What follows belongs to an exercise in optimizing a design on an open flow for small area and a short achievable clock period; a production flow would make more cautious choices.
Function was checked by simulation only, so behaviour that the tests miss may differ from the original.
The flow treats the clock pin as an ideal source, which a real chip does not have.
Power is estimated from default activity; no workload was simulated.

## flow/design.v (module list and top-level ports; edited modules follow where they fit)
// module bw_fa: 4 lines
// module bw_ha: 4 lines
// module bw_booth_enc: 12 lines
// module bw_xnor: 3 lines
// module bw_or: 3 lines
// module bw_fa1: 4 lines
// module baughWooleyArrayMultiplier: 2289 lines
// module mul32: 22 lines
module mul32 (
    input             clk,
    input      [31:0] a,
    input      [31:0] b,
    output reg [63:0] product
);
  // ...
==> flow/flow/run.sh <==
#!/bin/bash
export BUFFER_PORTS_ARGS="-buffer_cell sky130_fd_sc_hd__buf_2"
export CTS_ARGS="-sink_clustering_enable -repair_clock_nets -dont_use_dummy_load"
export POST_CTS_TCL="$PWD/flow/clock_inv.tcl"
export SETUP_SLACK_MARGIN=23.30
export POST_GLOBAL_PLACE_TCL="$PWD/flow/keep_outputs.tcl"
bash standard.sh > standard.log 2>&1
==> flow/flow/clock_inv.tcl <==
# Clock tree rework, run after CTS. CTS builds one root buffer that drives
# every leaf buffer across the die. Here the clock port instead drives up to
# four root inverters, one per quadrant of the leaves, and each leaf buffer
# becomes an inverter: every register's clock still passes through the same
# two stages (now inverting twice), keeping the tree balanced, with about
# half the insertion delay. Leaf clusters and flip-flops are left as CTS
# made them.
set root_cell sky130_fd_sc_hd__clkinv_16
set leaf_cell sky130_fd_sc_hd__clkinv_8
set block [ord::get_db_block]
set port_net [[$block findBTerm clk] getNet]
set roots {}
foreach it [$port_net getITerms] { lappend roots [$it getInst] }
if {[llength $roots] != 1} { error "clock_roots: expected one root buffer, found [llength $roots]" }
set root [lindex $roots 0]
set root_master [[$root getMaster] getName]
set root_out ""
foreach it [$root getITerms] {
  if {[$it isOutputSignal]} { set root_out [$it getNet] }
}
set leaves {}
foreach it [$root_out getITerms] {
  if {[$it isInputSignal]} { lappend leaves $it }
}
# every leaf must be a buffer whose output drives only flip-flop clock pins
foreach it $leaves {
  set li [$it getInst]
  if {![string match "*clkbuf*" [[$li getMaster] getName]]} { error "clock_roots: unexpected leaf [$li getName]" }
  foreach o [$li getITerms] {
    if {[$o isOutputSignal]} {
      foreach s [[$o getNet] getITerms] {
        if {[$s isInputSignal] && ![string match "*dfxtp*" [[[$s getInst] getMaster] getName]]} {
          error "clock_roots: leaf [$li getName] drives [[$s getInst] getName]"
        }
      }
    }
  }
}
puts "clock_roots: root [$root getName] ($root_master) drives [llength $leaves] pins"
# split the leaves at the median x, then each half at its median y
proc loc {it} {
  set b [[$it getInst] getBBox]
  return [list [expr {([$b xMin] + [$b xMax]) / 2}] [expr {([$b yMin] + [$b yMax]) / 2}]]
}
set pts {}
foreach it $leaves { lappend pts [concat [loc $it] [list $it]] }
set pts [lsort -integer -index 0 $pts]
set h [expr {[llength $pts] / 2}]
set groups {}
foreach half [list [lrange $pts 0 [expr {$h - 1}]] [lrange $pts $h end]] {
  set half [lsort -integer -index 1 $half]
  set q [expr {[llength $half] / 2}]
  lappend groups [lrange $half 0 [expr {$q - 1}]] [lrange $half $q end]
}
set n 0
foreach g $groups {
  if {[llength $g] == 0} continue
  set sx 0; set sy 0
  foreach p $g { incr sx [lindex $p 0]; incr sy [lindex $p 1] }
  set cx [expr {$sx / [llength $g]}]
  set cy [expr {$sy / [llength $g]}]
  set bname "clkroot_$n"
  set nname "clkroot_net_$n"
  set inst [odb::dbInst_create $block [[ord::get_db] findMaster $root_cell] $bname]
  set net [odb::dbNet_create $block $nname]
  $inst setLocation $cx $cy
  $inst setPlacementStatus PLACED
  $net setSigType CLOCK
  foreach p $g {
    set it [lindex $p 2]
    $it disconnect
    $it connect $net
  }
  foreach it [$inst getITerms] {
    if {[$it isOutputSignal]} { $it connect $net }
    if {[$it isInputSignal]} { $it connect $port_net }
  }
  puts "clock_roots: $bname at $cx $cy drives [llength $g] pins"
  incr n
}
# replace each leaf buffer by an inverter at the same place
set k 0
foreach it $leaves {
  set li [$it getInst]
  set in_net ""
  set out_net ""
  foreach t [$li getITerms] {
    if {[$t isInputSignal]} { set in_net [$t getNet] }
    if {[$t isOutputSignal]} { set out_net [$t getNet] }
  }
  set loc [$li getLocation]
  set ni [odb::dbInst_create $block [[ord::get_db] findMaster $leaf_cell] "clkleaf_$k"]
  $ni setLocation [lindex $loc 0] [lindex $loc 1]
  $ni setPlacementStatus PLACED
  odb::dbInst_destroy $li
  foreach t [$ni getITerms] {
    if {[$t isInputSignal]} { $t connect $in_net }
    if {[$t isOutputSignal]} { $t connect $out_net }
  }
  incr k
}
odb::dbInst_destroy $root
odb::dbNet_destroy $root_out
detailed_placement
check_placement
estimate_parasitics -placement
==> flow/flow/keep_outputs.tcl <==
set block [ord::get_db_block]
set n 0
foreach bt [$block getBTerms] {
  if {[$bt getIoType] != "OUTPUT"} continue
  set net [$bt getNet]
  foreach it [$net getITerms] {
    if {![$it isOutputSignal]} continue
    set buf [$it getInst]
    $buf setDoNotTouch 1
    incr n
    foreach bi [$buf getITerms] {
      if {![$bi isInputSignal]} continue
      foreach d [[$bi getNet] getITerms] {
        if {[$d isOutputSignal] && [[[$d getInst] getMaster] isSequential]} {
          [$d getInst] setDoNotTouch 1
          incr n
        }
      }
    }
  }
}
puts "keep_outputs: $n cells marked dont_touch"
==> flow/standard.sh <==
#!/bin/bash
# synth_recipe.tcl (not shown) runs the flow's synth.tcl, then flattens the netlist and writes it again
# the make line also repeats each setting of config.mk as NAME=value (left out here)
make -C /OpenROAD-flow-scripts/flow DESIGN_CONFIG=/design/flow/config.mk WORK_HOME=/design/flow/orfs CLKGATE_MAP_FILE= SYNTH_SCRIPT=/design/flow/synth_recipe.tcl "${@:-finish}"
==> flow/config.mk <==
export PLATFORM = sky130hd
export DESIGN_NAME = mul32
export DESIGN_NICKNAME = mul32
export VERILOG_FILES = /design/flow/design.v
export SDC_FILE = /design/flow/constraint.sdc
export NUM_CORES = 4
export LEC_CHECK = 0
export ABC_AREA = 1
export CAP_MARGIN = 20
export CORE_MARGIN = 2
export CORE_UTILIZATION = 40
export SLEW_MARGIN = 20
export SYNTH_HIERARCHICAL = 1
export SYNTH_MINIMUM_KEEP_SIZE = 0
==> flow/constraint.sdc <==
create_clock -name core_clock -period 30.0 [get_ports {clk}]
set_input_delay 6.0000 -clock core_clock [delete_from_list [all_inputs] [get_ports {clk}]]
set_output_delay 6.0000 -clock core_clock [all_outputs]
set_load 0.01 [all_outputs]
==> reports/results.tsv, run 1 <==
metric	value	unit
failing step	4_1_cts	
FF+latch count, synth	144	
Yosys Warn Count	7	
most instantiated cells after synthesis	545 x xor2_1, 496 x o22ai_1, 465 x fa_1	
top-count cell post-synth	xor2_1	
Mean Syn Cell Area	9.99	um^2
Net Count, Synth	3069	
# placed instances	3134	
First Err	[ERROR ODB-0370] Attempt to disconnect term CLK of dont_touch instance product\[9\]$_DFF_P_	
Netlist cell types	36	
PortBufs	128	
top cell type's share of synthesized area	0.381	
setup slack at placement	23.42	ns
Post-synth ARST share	0	
Synth Area in XOR/XNOR	0.206	
Chip Width	251	um
largest area contributor in the netlist	fa_1	
Compound-Gate Fraction of Synth Area	0.147	
adder-cell share of the synthesized area	0.430	
clock sinks	144	
status	aborted with a tool error	
Detail Placement HPWL	51.8	mm
number of flops mapped to enable cells by yosys	0	
Die Height	251	um
Main synth FF type	dfxtp_1	
mux share of post-synthesis cell area	0	
Placed Instance Area	25400	um^2
cells after synthesis	2444	
Ports	129	
largest family of logic cells by synthesized area	adder cells	
site row count	90	
mapped cell area	24400	um^2
Post-Synth Simple-Gate Area	0.0320	
register area share after synthesis	0.118	
Initial Utilization	0.405	
synth top area cells	fa_1 38%, xor2_1 20%, o22ai_1 13%	
==> inputs of run 2 (changes only) <==
--- a/flow/flow/clock_inv.tcl
+++ b/flow/flow/clock_inv.tcl
@@ -6,7 +6,7 @@
 # half the insertion delay. Leaf clusters and flip-flops are left as CTS
 # made them.
 set root_cell sky130_fd_sc_hd__clkinv_16
-set leaf_cell sky130_fd_sc_hd__clkinv_8
+set leaf_cell sky130_fd_sc_hd__clkinv_4
 set block [ord::get_db_block]
 set port_net [[$block findBTerm clk] getNet]
 set roots {}
--- a/flow/config.mk
+++ b/flow/config.mk
@@ -5,7 +5,7 @@
 export SDC_FILE = /design/flow/constraint.sdc
 export NUM_CORES = 4
 export LEC_CHECK = 0
-export ABC_AREA = 1
+export ABC_AREA = 0
 export CAP_MARGIN = 20
 export CORE_MARGIN = 2
 export CORE_UTILIZATION = 40
==> reports/results.tsv, run 2 <==
metric	value	unit	change
Compound-Gate Fraction of Synth Area	0.158		was 0.147
Yosys Warn Count	7		unchanged
status	aborted with a tool error		unchanged
adder-cell share of the synthesized area	0.435		was 0.430
failing step	4_1_cts		unchanged
PortBufs	128		unchanged
Synth Area in XOR/XNOR	0.208		was 0.206
Netlist cell types	45		was 36
Net Count, Synth	2966		was 3069
largest area contributor in the netlist	fa_1		unchanged
mapped cell area	24100	um^2	was 24400 um^2
Chip Width	250	um	was 251 um
Post-synth ARST share	0		unchanged
clock sinks	144		unchanged
Main synth FF type	dfxtp_1		unchanged
mux share of post-synthesis cell area	0		unchanged
number of flops mapped to enable cells by yosys	0		unchanged
Detail Placement HPWL	52.1	mm	was 51.8 mm
Die Height	250	um	was 251 um
Post-Synth Simple-Gate Area	0.0206		was 0.0320
synth top area cells	fa_1 39%, xor2_1 19%, o22ai_1 13%		was fa_1 38%, xor2_1 20%, o22ai_1 13%
cells after synthesis	2341		was 2444
most instantiated cells after synthesis	536 x xor2_1, 496 x o22ai_1, 465 x fa_1		was 545 x xor2_1, 496 x o22ai_1, 465 x fa_1
First Err	[ERROR ODB-0370] Attempt to disconnect term CLK of dont_touch instance product\[9\]$_DFF_P_		unchanged
top-count cell post-synth	xor2_1		unchanged
largest family of logic cells by synthesized area	adder cells		unchanged
Placed Instance Area	25100	um^2	was 25400 um^2
site row count	90		unchanged
setup slack at placement	22.87	ns	was 23.42 ns
register area share after synthesis	0.119		was 0.118
FF+latch count, synth	144		unchanged
Ports	129		unchanged
Initial Utilization	0.402		was 0.405
top cell type's share of synthesized area	0.386		was 0.381
Mean Syn Cell Area	10.3	um^2	was 9.99 um^2
==> run 2: power groups by stage <==
| stage | Sequential [mW] | Clock (mW) | Combinational [mW] |
|---|---|---|---|
| 3_5_place_dp | 0.437 | 0 | 6.20 |
| 3_3_place_gp | 0.436 | 0 | 6.07 |
| 2_1_floorplan | 0.439 | 0 | 4.39 |
==> run 2: logic make-up after synthesis <==
logic type,after synthesis
compound gates,611
xor+xnor,574
fa+ha+maj,560
buf+inv,357
flops,144
simple gates,95
==> run 2: worst max-delay path by stage <==
stage,start,endpoint,slack (ns),depth (start not counted)
global placement,ntwo_q[3],product[62],22.69,20
floorplan,neg_q[4],product[55],23.60,21
detailed placement,na_q[25],product[55],22.87,21
==> run 2: modules after synthesis (local to each module, per instance), excerpt <==
module | cell area, um^2 | cells
bw_fa | 20.0 | 1
bw_ha | 12.5 | 1
bw_booth_enc | 523 | 78
bw_or | 6.26 | 1
mul32 | 3000 | 176
baughWooleyArrayMultiplier | 11500 | 1618
==> run 2: per-stage QoR <==
stage | instances | hold WS [ns]
after detailed placement | 3027 | 0.857
after floorplan | 2341 | 0.548
after global placement | 3027 | 0.868
